This design comes from an exercise in tuning for small area on the open sky130 flow, not from production work. In this exercise RTL edits were held to simulation tests only and were not proved equivalent to the original.

[config.mk]
export PLATFORM = sky130hd
export DESIGN_NAME = macrow4
export DESIGN_NICKNAME = macrow4
export VERILOG_FILES = /design/flow/design.v
export SDC_FILE = /design/flow/constraint.sdc
export NUM_CORES = 4
export LEC_CHECK = 0
export ABC_AREA = 1
export CAP_MARGIN = 10
export CORE_MARGIN = 2
export CORE_UTILIZATION = 40
export CTS_CLUSTER_DIAMETER = 100
export CTS_CLUSTER_SIZE = 30
export PLACE_DENSITY = 0.45
export SLEW_MARGIN = 10
export SYNTH_HIERARCHICAL = 1
[constraint.sdc]
create_clock -name core_clock -period 18.0 [get_ports {clk}]
set_input_delay 3.6000 -clock core_clock [delete_from_list [all_inputs] [get_ports {clk}]]
set_output_delay 3.6000 -clock core_clock [all_outputs]
set_load 0.01 [all_outputs]
[design.v]
`timescale 1ns/1ns
module mant_mul(
    input  [9:0]  a,         
    input  [12:0] x3,        
    input  [9:0]  b,         
    output [11:0] y
);
    wire [4:0] s1, s2, s3;
    genvar r;
    generate for (r = 0; r < 5; r = r + 1) begin : dig
        assign s1[r] =  b[2*r] & ~b[2*r+1];
        assign s2[r] = ~b[2*r] &  b[2*r+1];
        assign s3[r] =  b[2*r] &  b[2*r+1];
    end endgenerate
    wire n1, n2, n3, n4, n5, n6, n7, n8, n9, n10, n11, n12;
    wire n13, n14, n15, n16, n17, n18, n19, n20, n21, n22, n23, n24;
    wire n25, n26, n27, n28, n29, n30, n31, n32, n33, n34, n35, n36;
    wire n37, n38, n39, n40, n41, n42, n43, n44, n45, n46, n47, n48;
    wire n49, n50, n51, n52, n53, n54, n55, n56, n57, n58, n59, n60;
    wire n61, n62, n63, n64, n65, n66, n67, n68, n69, n70, n71, n72;
    wire n73, n74, n75, n76, n77, n78, n79, n80, n81, n82, n83, n84;
    wire n85, n86, n87, n88, n89, n90, n91, n92, n93, n94, n95, n96;
    wire n97, n98, n99, n100, n101, n102, n103, n104, n105, n106, n107, n108;
    wire n109, n110, n111, n112, n113, n114, n115, n116, n117, n118, n119, n120;
    wire n121, n122, n123, n124, n125, n126, n127, n128, n129, n130, n131, n132;
    wire n133, n134, n135, n136, n137, n138, n139, n140, n141, n142, n143, n144;
    wire n145, n146, n147, n148, n149, n150, n151, n152, n153, n154, n155, n156;
    wire n157, n158, n159, n160, n161, n162, n163, n164, n165, n166, n167, n168;
    wire n169, n170, n171, n172, n173, n174, n176, n177, n179, n180, n182, n184;
    wire n186, n188, n190, n191, n192, n193, n194, n195, n196, n197, n198, n199;
    wire n200, n201, n202, n203, n204, n205, n206, n207, n208, n209, n210, n211;
    wire n212, n214, n215, n216, n217;
    assign n1 = ~((s1[0] & a[0]) | (s3[0] & x3[0]));
    assign n2 = ~((s1[0] & a[1]) | (s2[0] & a[0]) | (s3[0] & x3[1]));
    assign n3 = ~((s1[0] & a[2]) | (s2[0] & a[1]) | (s3[0] & x3[2]));
    assign n4 = ~((s1[0] & a[3]) | (s2[0] & a[2]) | (s3[0] & x3[3]));
    assign n5 = ~((s1[0] & a[4]) | (s2[0] & a[3]) | (s3[0] & x3[4]));
    assign n6 = ~((s1[0] & a[5]) | (s2[0] & a[4]) | (s3[0] & x3[5]));
    assign n7 = ~((s1[0] & a[6]) | (s2[0] & a[5]) | (s3[0] & x3[6]));
    assign n8 = ~((s1[0] & a[7]) | (s2[0] & a[6]) | (s3[0] & x3[7]));
    assign n9 = ~((s1[0] & a[8]) | (s2[0] & a[7]) | (s3[0] & x3[8]));
    assign n10 = ~((s1[0] & a[9]) | (s2[0] & a[8]) | (s3[0] & x3[9]));
    assign n11 = ~(s1[0] | (s2[0] & a[9]) | (s3[0] & x3[10]));
    assign n12 = ~(s2[0] | (s3[0] & x3[11]));
    assign n13 = ~((s3[0] & x3[12]));
    assign n14 = ~((s1[1] & a[0]) | (s3[1] & x3[0]));
    assign n15 = ~((s1[1] & a[1]) | (s2[1] & a[0]) | (s3[1] & x3[1]));
    assign n16 = ~((s1[1] & a[2]) | (s2[1] & a[1]) | (s3[1] & x3[2]));
    assign n17 = ~((s1[1] & a[3]) | (s2[1] & a[2]) | (s3[1] & x3[3]));
    assign n18 = ~((s1[1] & a[4]) | (s2[1] & a[3]) | (s3[1] & x3[4]));
    assign n19 = ~((s1[1] & a[5]) | (s2[1] & a[4]) | (s3[1] & x3[5]));
    assign n20 = ~((s1[1] & a[6]) | (s2[1] & a[5]) | (s3[1] & x3[6]));
    assign n21 = ~((s1[1] & a[7]) | (s2[1] & a[6]) | (s3[1] & x3[7]));
    assign n22 = ~((s1[1] & a[8]) | (s2[1] & a[7]) | (s3[1] & x3[8]));
    assign n23 = ~((s1[1] & a[9]) | (s2[1] & a[8]) | (s3[1] & x3[9]));
    assign n24 = ~(s1[1] | (s2[1] & a[9]) | (s3[1] & x3[10]));
    assign n25 = ~(s2[1] | (s3[1] & x3[11]));
    assign n26 = ~((s3[1] & x3[12]));
    assign n27 = ~((s1[2] & a[0]) | (s3[2] & x3[0]));
    assign n28 = ~((s1[2] & a[1]) | (s2[2] & a[0]) | (s3[2] & x3[1]));
    assign n29 = ~((s1[2] & a[2]) | (s2[2] & a[1]) | (s3[2] & x3[2]));
    assign n30 = ~((s1[2] & a[3]) | (s2[2] & a[2]) | (s3[2] & x3[3]));
    assign n31 = ~((s1[2] & a[4]) | (s2[2] & a[3]) | (s3[2] & x3[4]));
    assign n32 = ~((s1[2] & a[5]) | (s2[2] & a[4]) | (s3[2] & x3[5]));
    assign n33 = ~((s1[2] & a[6]) | (s2[2] & a[5]) | (s3[2] & x3[6]));
    assign n34 = ~((s1[2] & a[7]) | (s2[2] & a[6]) | (s3[2] & x3[7]));
    assign n35 = ~((s1[2] & a[8]) | (s2[2] & a[7]) | (s3[2] & x3[8]));
    assign n36 = ~((s1[2] & a[9]) | (s2[2] & a[8]) | (s3[2] & x3[9]));
    assign n37 = ~(s1[2] | (s2[2] & a[9]) | (s3[2] & x3[10]));
    assign n38 = ~(s2[2] | (s3[2] & x3[11]));
    assign n39 = ~((s3[2] & x3[12]));
    assign n40 = ~((s1[3] & a[0]) | (s3[3] & x3[0]));
    assign n41 = ~((s1[3] & a[1]) | (s2[3] & a[0]) | (s3[3] & x3[1]));
    assign n42 = ~((s1[3] & a[2]) | (s2[3] & a[1]) | (s3[3] & x3[2]));
    assign n43 = ~((s1[3] & a[3]) | (s2[3] & a[2]) | (s3[3] & x3[3]));
    assign n44 = ~((s1[3] & a[4]) | (s2[3] & a[3]) | (s3[3] & x3[4]));
    assign n45 = ~((s1[3] & a[5]) | (s2[3] & a[4]) | (s3[3] & x3[5]));
    assign n46 = ~((s1[3] & a[6]) | (s2[3] & a[5]) | (s3[3] & x3[6]));
    assign n47 = ~((s1[3] & a[7]) | (s2[3] & a[6]) | (s3[3] & x3[7]));
    assign n48 = ~((s1[3] & a[8]) | (s2[3] & a[7]) | (s3[3] & x3[8]));
    assign n49 = ~((s1[3] & a[9]) | (s2[3] & a[8]) | (s3[3] & x3[9]));
    assign n50 = ~(s1[3] | (s2[3] & a[9]) | (s3[3] & x3[10]));
    assign n51 = ~(s2[3] | (s3[3] & x3[11]));
    assign n52 = ~((s3[3] & x3[12]));
    assign n53 = ~((s1[4] & a[0]) | (s3[4] & x3[0]));
    assign n54 = ~((s1[4] & a[1]) | (s2[4] & a[0]) | (s3[4] & x3[1]));
    assign n55 = ~((s1[4] & a[2]) | (s2[4] & a[1]) | (s3[4] & x3[2]));
    assign n56 = ~((s1[4] & a[3]) | (s2[4] & a[2]) | (s3[4] & x3[3]));
    assign n57 = ~((s1[4] & a[4]) | (s2[4] & a[3]) | (s3[4] & x3[4]));
    assign n58 = ~((s1[4] & a[5]) | (s2[4] & a[4]) | (s3[4] & x3[5]));
    assign n59 = ~((s1[4] & a[6]) | (s2[4] & a[5]) | (s3[4] & x3[6]));
    assign n60 = ~((s1[4] & a[7]) | (s2[4] & a[6]) | (s3[4] & x3[7]));
    assign n61 = ~((s1[4] & a[8]) | (s2[4] & a[7]) | (s3[4] & x3[8]));
    assign n62 = ~((s1[4] & a[9]) | (s2[4] & a[8]) | (s3[4] & x3[9]));
    assign n63 = ~(s1[4] | (s2[4] & a[9]) | (s3[4] & x3[10]));
    assign n64 = ~(s2[4] | (s3[4] & x3[11]));
    assign n65 = ~((s3[4] & x3[12]));
    assign n66 = n9 ^ n20;
    assign n67 = ~(n9 | n20);
    assign n72 = n70 ^ n44;
    assign n73 = ~(n70 | n44);
    assign n84 = n82 ^ n58;
    assign n85 = ~(n82 | n58);
    assign n88 = n86 ^ n59;
    assign n89 = ~(n86 | n59);
    assign n92 = n39 ^ n50;
    assign n93 = ~(n39 | n50);
    assign n94 = n7 ^ n18;
    assign n95 = ~(n7 | n18);
    assign n102 = ~n72;
    assign n105 = ~a[1];
    assign n110 = ~n84;
    assign n115 = ~a[5];
    assign n118 = ~n92;
    assign n121 = ~a[7];
    assign n124 = n52 ^ n63;
    assign n125 = ~(n52 | n63);
    assign n126 = n5 ^ n16;
    assign n127 = ~(n5 | n16);
    assign n130 = ~n94;
    assign n133 = ~n95;
    assign n136 = ~n66;
    assign n139 = ~n67;
    assign n142 = ~a[0];
    assign n145 = ~n73;
    assign n148 = ~a[2];
    assign n151 = ~a[3];
    assign n154 = ~n113;
    assign n157 = ~n116;
    assign n160 = ~a[6];
    assign n163 = ~n93;
    assign n166 = ~n123;
    assign n169 = ~n64;
    assign n172 = n3 ^ n14;
    assign n173 = ~(n3 | n14);
    assign n174 = ~n173;
    assign n177 = ~n126;
    assign n180 = ~n127;
    assign n201 = ~n158;
    assign n204 = ~n159;
    assign n209 = ~n167;
    assign n212 = ~n211;
    assign n215 = ~n65;
    assign y[11] = n217 ^ n216;
    fa_c u0(.a(n10), .b(n21), .c(n32), .s(n68), .co(n69));
    fa_c u1(.a(n11), .b(n22), .c(n33), .s(n70), .co(n71));
    fa_c u2(.a(n12), .b(n23), .c(n34), .s(n74), .co(n75));
    fa_c u3(.a(n74), .b(n45), .c(n56), .s(n76), .co(n77));
    fa_c u4(.a(n13), .b(n24), .c(n35), .s(n78), .co(n79));
    fa_c u5(.a(n78), .b(n46), .c(n57), .s(n80), .co(n81));
    fa_c u6(.a(n25), .b(n36), .c(n47), .s(n82), .co(n83));
    fa_c u7(.a(n26), .b(n37), .c(n48), .s(n86), .co(n87));
    fa_c u8(.a(n38), .b(n49), .c(n60), .s(n90), .co(n91));
    fa_c u9(.a(n8), .b(n19), .c(n30), .s(n96), .co(n97));
    fa_c u10(.a(n31), .b(n42), .c(n53), .s(n98), .co(n99));
    fa_c u11(.a(n68), .b(n43), .c(n54), .s(n100), .co(n101));
    fa_c u12(.a(n55), .b(n69), .c(n102), .s(n103), .co(n104));
    fa_c u13(.a(n76), .b(n71), .c(n105), .s(n106), .co(n107));
    fa_c u14(.a(n80), .b(n75), .c(n77), .s(n108), .co(n109));
    fa_c u15(.a(n79), .b(n81), .c(n110), .s(n111), .co(n112));
    fa_c u16(.a(n88), .b(a[4]), .c(n85), .s(n113), .co(n114));
    fa_c u17(.a(n90), .b(n87), .c(n115), .s(n116), .co(n117));
    fa_c u18(.a(n61), .b(n91), .c(n118), .s(n119), .co(n120));
    fa_c u19(.a(n51), .b(n62), .c(n121), .s(n122), .co(n123));
    fa_c u20(.a(n6), .b(n17), .c(n28), .s(n128), .co(n129));
    fa_c u21(.a(n29), .b(n40), .c(n130), .s(n131), .co(n132));
    fa_c u22(.a(n96), .b(n41), .c(n133), .s(n134), .co(n135));
    fa_c u23(.a(n98), .b(n97), .c(n136), .s(n137), .co(n138));
    fa_c u24(.a(n100), .b(n99), .c(n139), .s(n140), .co(n141));
    fa_c u25(.a(n103), .b(n101), .c(n142), .s(n143), .co(n144));
    fa_c u26(.a(n106), .b(n104), .c(n145), .s(n146), .co(n147));
    fa_c u27(.a(n108), .b(n107), .c(n148), .s(n149), .co(n150));
    fa_c u28(.a(n111), .b(n109), .c(n151), .s(n152), .co(n153));
    fa_c u29(.a(n83), .b(n112), .c(n154), .s(n155), .co(n156));
    fa_c u30(.a(n89), .b(n114), .c(n157), .s(n158), .co(n159));
    fa_c u31(.a(n119), .b(n117), .c(n160), .s(n161), .co(n162));
    fa_c u32(.a(n122), .b(n120), .c(n163), .s(n164), .co(n165));
    fa_c u33(.a(n124), .b(a[8]), .c(n166), .s(n167), .co(n168));
    fa_c u34(.a(a[9]), .b(n125), .c(n169), .s(n170), .co(n171));
    maj_c u35(.a(n4), .b(n15), .c(n174), .co(n176));
    maj_c u36(.a(n27), .b(n176), .c(n177), .co(n179));
    maj_c u37(.a(n128), .b(n179), .c(n180), .co(n182));
    maj_c u38(.a(n131), .b(n129), .c(n182), .co(n184));
    maj_c u39(.a(n134), .b(n132), .c(n184), .co(n186));
    maj_c u40(.a(n137), .b(n135), .c(n186), .co(n188));
    maj_c u41(.a(n140), .b(n138), .c(n188), .co(n190));
    fa_c u42(.a(n143), .b(n141), .c(n190), .s(n191), .co(n192));
    fa_c u43(.a(n146), .b(n144), .c(n192), .s(n193), .co(n194));
    fa_c u44(.a(n149), .b(n147), .c(n194), .s(n195), .co(n196));
    fa_c u45(.a(n152), .b(n150), .c(n196), .s(n197), .co(n198));
    fa_c u46(.a(n155), .b(n153), .c(n198), .s(n199), .co(n200));
    fa_c u47(.a(n156), .b(n200), .c(n201), .s(n202), .co(n203));
    fa_c u48(.a(n161), .b(n203), .c(n204), .s(n205), .co(n206));
    fa_c u49(.a(n164), .b(n162), .c(n206), .s(n207), .co(n208));
    fa_c u50(.a(n165), .b(n208), .c(n209), .s(n210), .co(n211));
    fa_c u51(.a(n170), .b(n168), .c(n212), .s(y[9]), .co(n214));
    fa_c u52(.a(n171), .b(n214), .c(n215), .s(n216), .co(n217));
    assign y[0] = ~n191;
    assign y[1] = ~n193;
    assign y[2] = ~n195;
    assign y[3] = ~n197;
    assign y[4] = ~n199;
    assign y[5] = ~n202;
    assign y[6] = ~n205;
    assign y[7] = ~n207;
    assign y[8] = ~n210;
    assign y[10] = ~n216;
endmodule
module fa_c(input a, input b, input c, output s, output co);
    assign s  = a ^ b ^ c;
    assign co = (a & b) | (a & c) | (b & c);
endmodule
module maj_c(input a, input b, input c, output co);
    assign co = (a & b) | (c & (a | b));
endmodule
`timescale 1ns/1ns
module macrow4(
    input clk,
    input reset_n,
    input enX,
    input[3:0] enW,
    input [15:0] X_i,
    input [15:0] W_i,
    output valid_o,
    output [15:0] Y_o
);
    function [19:0] f_dec(input [15:0] x);
        reg [3:0] lz;
        reg [9:0] mn;
        reg       e0;
        integer i;
        begin
            e0 = (x[14:10] == 5'd0);
            lz = 4'd0;
            for (i = 0; i <= 9; i = i + 1)
                if (x[i]) lz = 4'd9 - i[3:0];
            mn = {x[8:0], 1'b0} << lz;
            f_dec = {x[15], e0 & ~|x[9:0], &x[14:10], e0 & |x[9:0],
                     e0 ? -{2'b00, lz} : {1'b0, x[14:10]},
                     e0 ? mn : x[9:0]};
        end
    endfunction
    function [6:0] f_add7(input [6:0] u, input [6:0] v, input ci);
        reg       c;
        integer i;
        begin
            c = ci;
            for (i = 0; i < 7; i = i + 1) begin
                f_add7[i] = u[i] ^ v[i] ^ c;
                c = (u[i] & v[i]) | (c & (u[i] | v[i]));
            end
        end
    endfunction
    function [15:0] f_post(input [9:0] xa, input [9:0] wb, input [11:0] p);
        reg       p1, s, d, zero, inf, pos, ovf, q16, big;
        reg [6:0] Ep, F;
        reg [3:0] sh;
        reg [11:0] pm;
        begin
            p1   = p[11];
            Ep   = f_add7({xa[5], xa[5:0]}, {wb[5], wb[5:0]}, 1'b0);    
            F    = f_add7(Ep, 7'd0, p1);                              
            s    = xa[9] ^ wb[9];
            d    = xa[6] ^ wb[6];
            zero = xa[8] | wb[8] | (xa[6] & wb[6]);
            inf  = xa[7] | wb[7];
            pos  = ~F[6] & |F[5:0];                         
            ovf  = ~F[6] & (F[5] | &F[4:0]);                
            q16  = (Ep == 7'd1) & ~p1 & d;
            big  = pos & ~q16;
            if (big)                      sh = {3'd0, p1};
            else if (q16)                 sh = 4'd0;
            else if (Ep == 7'd0)          sh = {3'd0, d};
            else if (Ep[6:2] < 5'b11101)  sh = 4'd12;       
            else                          sh = 4'd1 - Ep[3:0];
            pm   = p >> sh;
            f_post = {s, {5{inf | (~zero & ovf)}} | ((big & ~(inf | zero | ovf)) ? F[4:0] : 5'd0),
                      (inf | zero | ovf) ? 10'd0 : pm[9:0]};
        end
    endfunction
    function [15:0] f_add(input [15:0] a, input [15:0] b);
        reg        sa, sb, ia, ib, zab, sub, agb, sL, hL, hS, c, st, gt, vz, so, si;
        reg [4:0]  ea, eL, eS, df, eo;
        reg [14:0] L, S;
        reg [20:0] S21;
        reg [12:0] Lv, Sv, V, Vs;
        reg [3:0]  lz, k;
        reg [5:0]  dn;
        reg [9:0]  mo;
        reg        x, yy;
        integer i;
        begin
            sa = a[15]; sb = b[15];
            ea = a[14:10];
            ia = &a[14:10]; ib = &b[14:10];
            zab = ~|a[14:0] & ~|b[14:0];
            sub = sa ^ sb;
            agb = 1'b1;
            for (i = 0; i < 15; i = i + 1)
                agb = (a[i] & ~b[i]) | (agb & (a[i] | ~b[i]));
            L  = agb ? a[14:0] : b[14:0];
            S  = agb ? b[14:0] : a[14:0];
            sL = agb ? sa : sb;
            hL = |L[14:10]; hS = |S[14:10];
            eL = {L[14:11], L[10] | ~hL};       
            eS = {S[14:11], S[10] | ~hS};
            c = 1'b1;
            for (i = 0; i < 5; i = i + 1) begin
                df[i] = eL[i] ^ ~eS[i] ^ c;
                c = (eL[i] & ~eS[i]) | (c & (eL[i] | ~eS[i]));
            end
            S21 = {hS, S[9:0], 10'd0} >> df;
            st  = |S21[8:0];
            Lv = {1'b0, hL, L[9:0], 1'b0};
            Sv = {1'b0, S21[20:9]} ^ {13{sub}};
            c = sub & ~st;
            for (i = 0; i < 13; i = i + 1) begin
                V[i] = Lv[i] ^ Sv[i] ^ c;
                c = (Lv[i] & Sv[i]) | (c & (Lv[i] | Sv[i]));
            end
            lz = 4'd0;
            for (i = 0; i <= 10; i = i + 1)
                if (V[i]) lz = 4'd10 - i[3:0];
            c = 1'b0;
            for (i = 0; i < 6; i = i + 1) begin
                x  = (i < 5) ? eL[i] : 1'b0;
                yy = (i < 4) ? ~lz[i] : 1'b1;
                dn[i] = x ^ yy ^ c;
                c = (x & yy) | (c & (x | yy));
            end
            gt = ~dn[5] & |dn[4:0];
            if (V[12])      begin eo = eL + 5'd1; k = 4'd0;        end
            else if (V[11]) begin eo = eL;        k = 4'd1;        end
            else if (gt)    begin eo = dn[4:0];   k = lz + 4'd2;   end
            else            begin eo = 5'd0;      k = eL[3:0];     end
            Vs = V << k;
            mo = (&eo) ? 10'd0 : Vs[11:2];
            vz = ~|V;
            so = zab ? 1'b0 : (~sub ? sa : (vz ? (~|ea & sa) : sL));
            si = (ia & ib) ? (sa == sb ? sa : 1'b0) : (ia ? sa : sb);
            f_add = (ia | ib) ? {si, 5'b11111, 10'd0} : {so, eo, mo};
        end
    endfunction
    reg [5:0] r_en;
    always @(posedge clk, negedge reset_n) begin
        if (!reset_n)
            r_en <= 6'd0;
        else
            r_en <= {r_en[4:0], enX};
    end
    assign valid_o = r_en[2] & r_en[5];
    wire [19:0] wd = f_dec(W_i);
    reg  [3:0]  w_s, w_z;
    reg  [23:0] w_e;
    reg  [39:0] w_m;
    genvar k;
    generate for (k = 0; k < 4; k = k + 1) begin : tap
        always @(posedge clk, negedge reset_n) begin
            if (!reset_n) begin
                w_s[k] <= 1'b0;
                w_z[k] <= 1'b1;
            end else if (enW[k]) begin
                w_s[k] <= wd[19];
                w_z[k] <= wd[18];
            end
        end
        always @(posedge clk) begin
            if (enW[k]) begin
                w_e[6*k +: 6]   <= wd[15:10];
                w_m[10*k +: 10] <= wd[9:0];
            end
        end
    end endgenerate
    function [9:0] f_wa(input s, input z, input [5:0] e);
        f_wa = {s, z, ~z & (e == 6'd31), e[5] | (e == 6'd0), e};
    endfunction
    wire [19:0] xd = f_dec(X_i);
    reg         x_s, x_z;
    reg  [5:0]  x_e;
    reg  [9:0]  x_m;
    always @(posedge clk) begin
        x_s <= xd[19];
        x_z <= xd[18];
        x_e <= xd[15:10];
        x_m <= xd[9:0];
    end
    wire [5:0]  x_e15 = x_e - 6'd15;
    wire [9:0]  x_a = {x_s, x_z, x_e == 6'd31, x_e[5] | (x_e == 6'd0), x_e15};
    function [12:0] f_x3(input [9:0] m);
        reg [12:0] u, v, r;
        reg        c;
        integer i;
        begin
            u = {2'b01, m, 1'b0};
            v = {3'b001, m};
            c = 1'b0;
            for (i = 0; i < 13; i = i + 1) begin
                r[i] = u[i] ^ v[i] ^ c;
                c = (u[i] & v[i]) | (c & (u[i] | v[i]));
            end
            f_x3 = r;
        end
    endfunction
    wire [12:0] x3  = f_x3(x_m);
    wire [11:0] pm0, pm1, pm2, pm3;
    mant_mul mm0(.a(x_m), .x3(x3), .b(w_m[0 +: 10]),  .y(pm0));
    mant_mul mm1(.a(x_m), .x3(x3), .b(w_m[10 +: 10]), .y(pm1));
    mant_mul mm2(.a(x_m), .x3(x3), .b(w_m[20 +: 10]), .y(pm2));
    mant_mul mm3(.a(x_m), .x3(x3), .b(w_m[30 +: 10]), .y(pm3));
    reg [15:0] r_p0, r_p1, r_p2, r_p3;
    always @(posedge clk) begin
        r_p0 <= f_post(x_a, f_wa(w_s[0], w_z[0], w_e[0 +: 6]),  pm0);
        r_p1 <= f_post(x_a, f_wa(w_s[1], w_z[1], w_e[6 +: 6]),  pm1);
        r_p2 <= f_post(x_a, f_wa(w_s[2], w_z[2], w_e[12 +: 6]), pm2);
        r_p3 <= f_post(x_a, f_wa(w_s[3], w_z[3], w_e[18 +: 6]), pm3);
    end
    reg [15:0] s0, s1, s2, y;
    always @(posedge clk) begin
        s0 <= (r_p0[14:0] == 15'd0) ? 16'd0 : r_p0;
        s1 <= f_add(r_p1, s0);
        s2 <= f_add(r_p2, s1);
        y  <= f_add(r_p3, s2);
    end
    assign Y_o = y;
endmodule
[flow/run.sh]
#!/bin/bash
# Own layout flow: the standard flow (standard.sh) with a different
# mapping of the combinational logic in synthesis. A copy of ORFS's scripts
# is used for the synth target, with three changes:
#   - abc_area.script is flow/abc_area.script: choice computation and ABC's
#     area mapper (amap), twice;
#   - extract_fa looks for full adders only (half adders are left to ABC);
#   - Yosys's synth skips its quick generic ABC pass (-noabc) before that.
# The synthesis script itself (synth_recipe.tcl), and so the registers, and
# floorplan, placement, CTS and routing are the standard flow's, except that
# the buffer that placement puts on every input and output port is the
# smallest buffer, sky130_fd_sc_hd__buf_1 (BUFFER_PORTS_ARGS).
# Each tool's output goes to a log file here: synth.log and layout.log (make),
# and ORFS's own logs under orfs/logs.
set -euo pipefail
W=$(pwd)
S=$W/scripts_abc
rm -rf "$S"
mkdir -p "$S"
cp -r "$FLOW_HOME/scripts/." "$S/"
cp "$W/flow/abc_area.script" "$S/abc_area.script"
sed -i -e 's/^  extract_fa {\*}\[dont_use_extract_fa_args\]$/  extract_fa -fa/' \
       -e 's/^  synth -top \$::env(DESIGN_NAME) -run fine: {\*}\$synth_full_args$/  synth -top $::env(DESIGN_NAME) -run fine: -noabc {*}$synth_full_args/' \
       "$S/synth.tcl"
grep -q '^  extract_fa -fa$' "$S/synth.tcl"
grep -q -- '-run fine: -noabc' "$S/synth.tcl"
# the standard make command, for the synth target, with the copied scripts
sed -e 's|"${@:-finish}"|SCRIPTS_DIR='"$S"' synth|' standard.sh > synth_abc.sh
grep -q "scripts_abc synth" synth_abc.sh
bash synth_abc.sh > synth.log 2>&1
# the rest of the standard flow, up to the final DEF
bash standard.sh BUFFER_PORTS_ARGS="-buffer_cell sky130_fd_sc_hd__buf_1" finish > layout.log 2>&1
[flow/abc_area.script]
strash
dch -f
amap -m
strash
dch -f
amap -m
topo
stime -c
[standard.sh]
#!/bin/bash
# synth_recipe.tcl (not shown) runs the flow's synth.tcl, then flattens the netlist and writes it again
# the make line also repeats each setting of config.mk as NAME=value (left out here)
make -C /OpenROAD-flow-scripts/flow DESIGN_CONFIG=/design/flow/config.mk WORK_HOME=/design/flow/orfs CLKGATE_MAP_FILE= SYNTH_SCRIPT=/design/flow/synth_recipe.tcl "${@:-finish}"
==> results.py <==
metrics = {
    "final_layout": {
        "syn_to_final_growth_pct": 9.208,
        "final_nets": 3333,
        "fillers": 5802,
        "drive_above_1_share_pct": 3.319,
        "n_antenna_cell": 0,
        "final_area_mm2": 0.02598,
    },
    "clock_network": {
        "clockRootBuffer": "clkbuf_16",
        "insertion_delay_ns": 0.55,
        "clkSinkCount": 224,
        "cts_tree": "done",
        "cts_buffers": 18,
        "htree_levels": 1,
        "cts.path.max_buffers": 3,
        "cts.clk_slew.worst_paths_ns": 0.11,
        "cts_hold_buf": 0,
    },
    "placement": {
        "dp_hpwl_um": 60190,
        "gp_congestion": 0.8919,
        "placedInstanceArea_mm2": 0.02532,
        "port_buffers": 55,
    },
    "sta": {
        "hold_viol_final": 0,
        "clock_skew_ns": 0.04113,
        "final_max_slew_viol_count": 0,
        "tightest_slew_ns": 1.217,
        "final.min_clock_period_ns": 16.38,
        "min_period_over_period_pct": 90.99,
        "holdWs_ns": 0.3548,
        "rsz0062_at_grt": "false",
        "fmax_mhz": 61.06,
        "maxSlewHeadroom_pct": 18.90,
        "fin_tns_setup_ns": 0,
        "setup_viol": 0,
    },
    "floorplan": {
        "die_x_um": 247.9,
        "dieArea_mm2": 0.06145,
        "die_height_um": 247.9,
        "start_util_pct": 40.39,
        "row_count": 89,
        "num_io_pins": 56,
        "core-area_mm2": 0.05891,
    },
    "worst_setup_path": {
        "required_ns": 18.40,
        "cpPeakStageDelay_ns": 0.85,
        "start_kind": "flip-flop",
        "endpoint_kind": "flip-flop",
        "r2r_end": "s2[8]$_SDFF_PP0_",
        "worst_path_max_delay_cell": "o22ai_1",
        "r2r_cells": 64,
        "critPathKind": "reg -> reg",
        "arrival_ns": 16.78,
        "cpMostUsedCell": "fa_1",
        "cp_max_fo": 30,
        "r2r-start": "s1[0]$_SDFF_PP0_",
        "r2r_slack_ns": 1.62,
    },
    "grt": {
        "grt_max_degree": 53,
        "grt_pass1_wl_um": 125700,
        "use_met3_pct": 3.255,
        "grt_pass1_vias": 22370,
        "grt_overflow": 0,
        "grt_most_used_layer": "met2",
        "track_usage_pct": 25.56,
        "met1_usage_pct": 36.04,
        "grt_use_met2_pct": 41.75,
        "grt_antenna_before_repair": 1,
    },
    "logic_synthesis": {
        "netlist_area_mm2": 0.02379,
        "async_flop_share_pct": 6.250,
        "ys_seq_area_share_pct": 21.86,
        "synthTopCellsByArea": "fa_1 22%, dfxtp_1 12%, edfxtp_1 8.1%",
        "synth_top_area_share_pct": 22.13,
        "syn-mean-instance-area_um2": 8.148,
        "synth_area_leader_cell": "fa_1",
        "synthCells": 2920,
        "synth_warnings": 7,
        "ys.flop_type": "dfxtp_1",
        "yosysUniqueCellTypes": 54,
        "synth_fp_nets": 3222,
        "ys_ff_latch": 224,
        "synth_edf_count": 64,
    },
    "job": {
        "cap_violations": 0,
    },
    "detailed_routing": {
        "wl_um": 79760,
        "via_per_inst": 6.209,
        "drt_pass1_iterations": 14,
        "drc": 0,
        "drtAntennaViolNets": 0,
        "wire_per_inst_um": 20.90,
        "drt_iter0_markers": 2784,
        "num_vias": 23690,
    },
    "min_path": {
        "hold_class": "reg -> reg",
        "hold_end": "r_en[2]$_DFF_PN0_",
        "hold-path-cell-count": 0,
        "min-delay-start": "r_en[1]$_DFF_PN0_",
    },
    "run_status": {
        "status": "no timing/DRC/antenna violations",
    },
}
-- Yosys cell counts (all sizes together), types with 12 or more instances --
cell and count:
nor4 22, clkinv 441, o22ai 261, a211oi 12
or3 15, a22oi 26, o221a 12, buf 15
or2 40, o21ai 186, a31oi 24, o22a 75
a221oi 32, edfxtp 64, dfxtp 146, a21oi 145
fa 263, nor3 82, nand4 25, a222oi 175
o221ai 24, nor2 368, nand2 259, o32ai 19
nand3 47, a31o 13, a21o 12
-- cell type report --
cell class | count | area (um2) | share of cell area [%]
multi-input combinational | 2240 | 16910 | 65.06
clock inverter | 10 | 135.1 | 0.5201
clock buffer | 22 | 516.7 | 1.989
sequential | 224 | 5209 | 20.05
timing repair buffer | 106 | 590.6 | 2.273
inverter | 441 | 1659 | 6.385
tap | 773 | 967.2 | 3.722
-- metrics by stage --
step | setup slack [ns] | instances | utilization, %
2_1_floorplan | 1.413 | 2920 | -
3_3_place_gp | 1.575 | 3784 | 42.98
3_5_place_dp | 1.538 | 3784 | 42.98
4_1_cts | 1.502 | 3816 | 44.09
5_1_grt | 0.2147 | 3816 | 44.11
6_report | 1.623 | 3816 | 44.11
-- sequential cells by signal (all words and copies together), names as in the netlist, 10 cells and up --
signal,flops
w_m,40
w_e,24
r_p0,16
r_p1,16
r_p2,16
r_p3,16
s0,16
s1,16
s2,16
y,16
x_m,10
-- layout by cell type, fill, tap and decap left out, drive strengths merged, types with 13 or more instances in the layout --
cell / netlist / final
nor2: 368 / 368
o32ai: 19 / 19
o21ai: 186 / 186
or2: 40 / 40
a222oi: 175 / 175
nand4: 25 / 25
a221oi: 32 / 32
clkbuf: 0 / 23
dfxtp: 146 / 146
a21oi: 145 / 145
edfxtp: 64 / 64
buf: 15 / 105
nor3: 82 / 82
nand3: 47 / 47
fa: 263 / 263
clkinv: 441 / 445
a31oi: 24 / 24
nor4: 22 / 22
or3: 15 / 15
a31o: 13 / 13
o221ai: 24 / 24
a22oi: 26 / 26
o22a: 75 / 75
nand2: 259 / 259
o22ai: 261 / 261
-- repair_timing --
action,4_1_cts,5_1_grt
setup endpoints to repair,0,14
setup buffers,0,0
endpoints found under the hold margin,0,0
gates resized for setup,0,2
-- modules after synthesis (local to each module, per instance) --
module / copies in the design / flip-flops and latches / cells inside
macrow4: 1 / 224 / 2080
mant_mul: 4 / 0 / 143
fa_c: 184 / 0 / 1
maj_c: 28 / 0 / 3
-- metal layers --
layer | part of all wire [%] | vias to the layer above | routed length, um
li1 | - | 11360 | -
met1 | 45 | 11310 | 35920
met2 | 47 | 925 | 37090
met3 | 6.2 | 103 | 4943
met4 | 2.3 | 0 | 1809
met5 | 0 | - | 0
-- worst max path at each step --
stage / cells past startpoint / slack [ns] / start / end
final: 64 / 1.62 / s1[0]$_SDFF_PP0_ / s2[8]$_SDFF_PP0_
after global routing: 70 / 0.21 / r_p3[2]$_SDFF_PP0_ / y[9]$_SDFF_PP0_
after CTS: 65 / 1.50 / r_p3[3]$_SDFF_PP0_ / y[9]$_SDFF_PP0_
after detailed placement: 65 / 1.54 / r_p3[3]$_SDFF_PP0_ / y[9]$_SDFF_PP0_
after global placement: 65 / 1.57 / r_p3[3]$_SDFF_PP0_ / y[8]$_SDFF_PP0_
after floorplan: 62 / 1.41 / r_p3[2]$_SDFF_PP0_ / y[9]$_SDFF_PP0_
-- kinds of logic (layout without fill, tap and decap cells) --
kind of cell | after synthesis | after routing | synth area share (%)
buffers and inverters | 456 | 579 | 7.194
AOI/OAI and AO/OA | 1087 | 1087 | 32.57
and+or+nand+nor | 890 | 890 | 16.25
DFF | 224 | 224 | 21.86
adders and majority gates | 263 | 263 | 22.13
-- worst max-delay path: cells and delay by family (launching register included) --
kind,cells,cell delay (ns)
compound gates,31,5.77
simple gates,10,1.64
flops,1,0.35
buf+inv,7,1.82
fa+ha+maj,16,6.66

[afterwards: timing with drivers on the ports]
The results above use ideal ports. As a check the final layout listed here was re-extracted and re-timed, cells and wires unchanged.
Step 1 (the two cells are an assumption about what drives the block):
set clk [get_ports {clk}]
set_driving_cell -lib_cell sky130_fd_sc_hd__clkbuf_16 $clk
set_driving_cell -lib_cell sky130_fd_sc_hd__buf_2 [delete_from_list [all_inputs] $clk]
Step 2, shift: input delay + t, output delay - t, t = (earliest + latest rising clock arrival at the registers) / 2. This alone moves slack from input paths to output paths.
Three values: ideal ports, drivers, drivers and shift; two values: the first two.
t, ns: 0.595
slack for setup (ns): 1.623 / 1.623 / 1.623
worst setup path after step 2: register to register
cell pins on the clock port's net: 1
After both steps this run still meets setup and hold. The setup slack of this run moves by 0.000 ns with the drivers and by 0.000 ns with both steps.
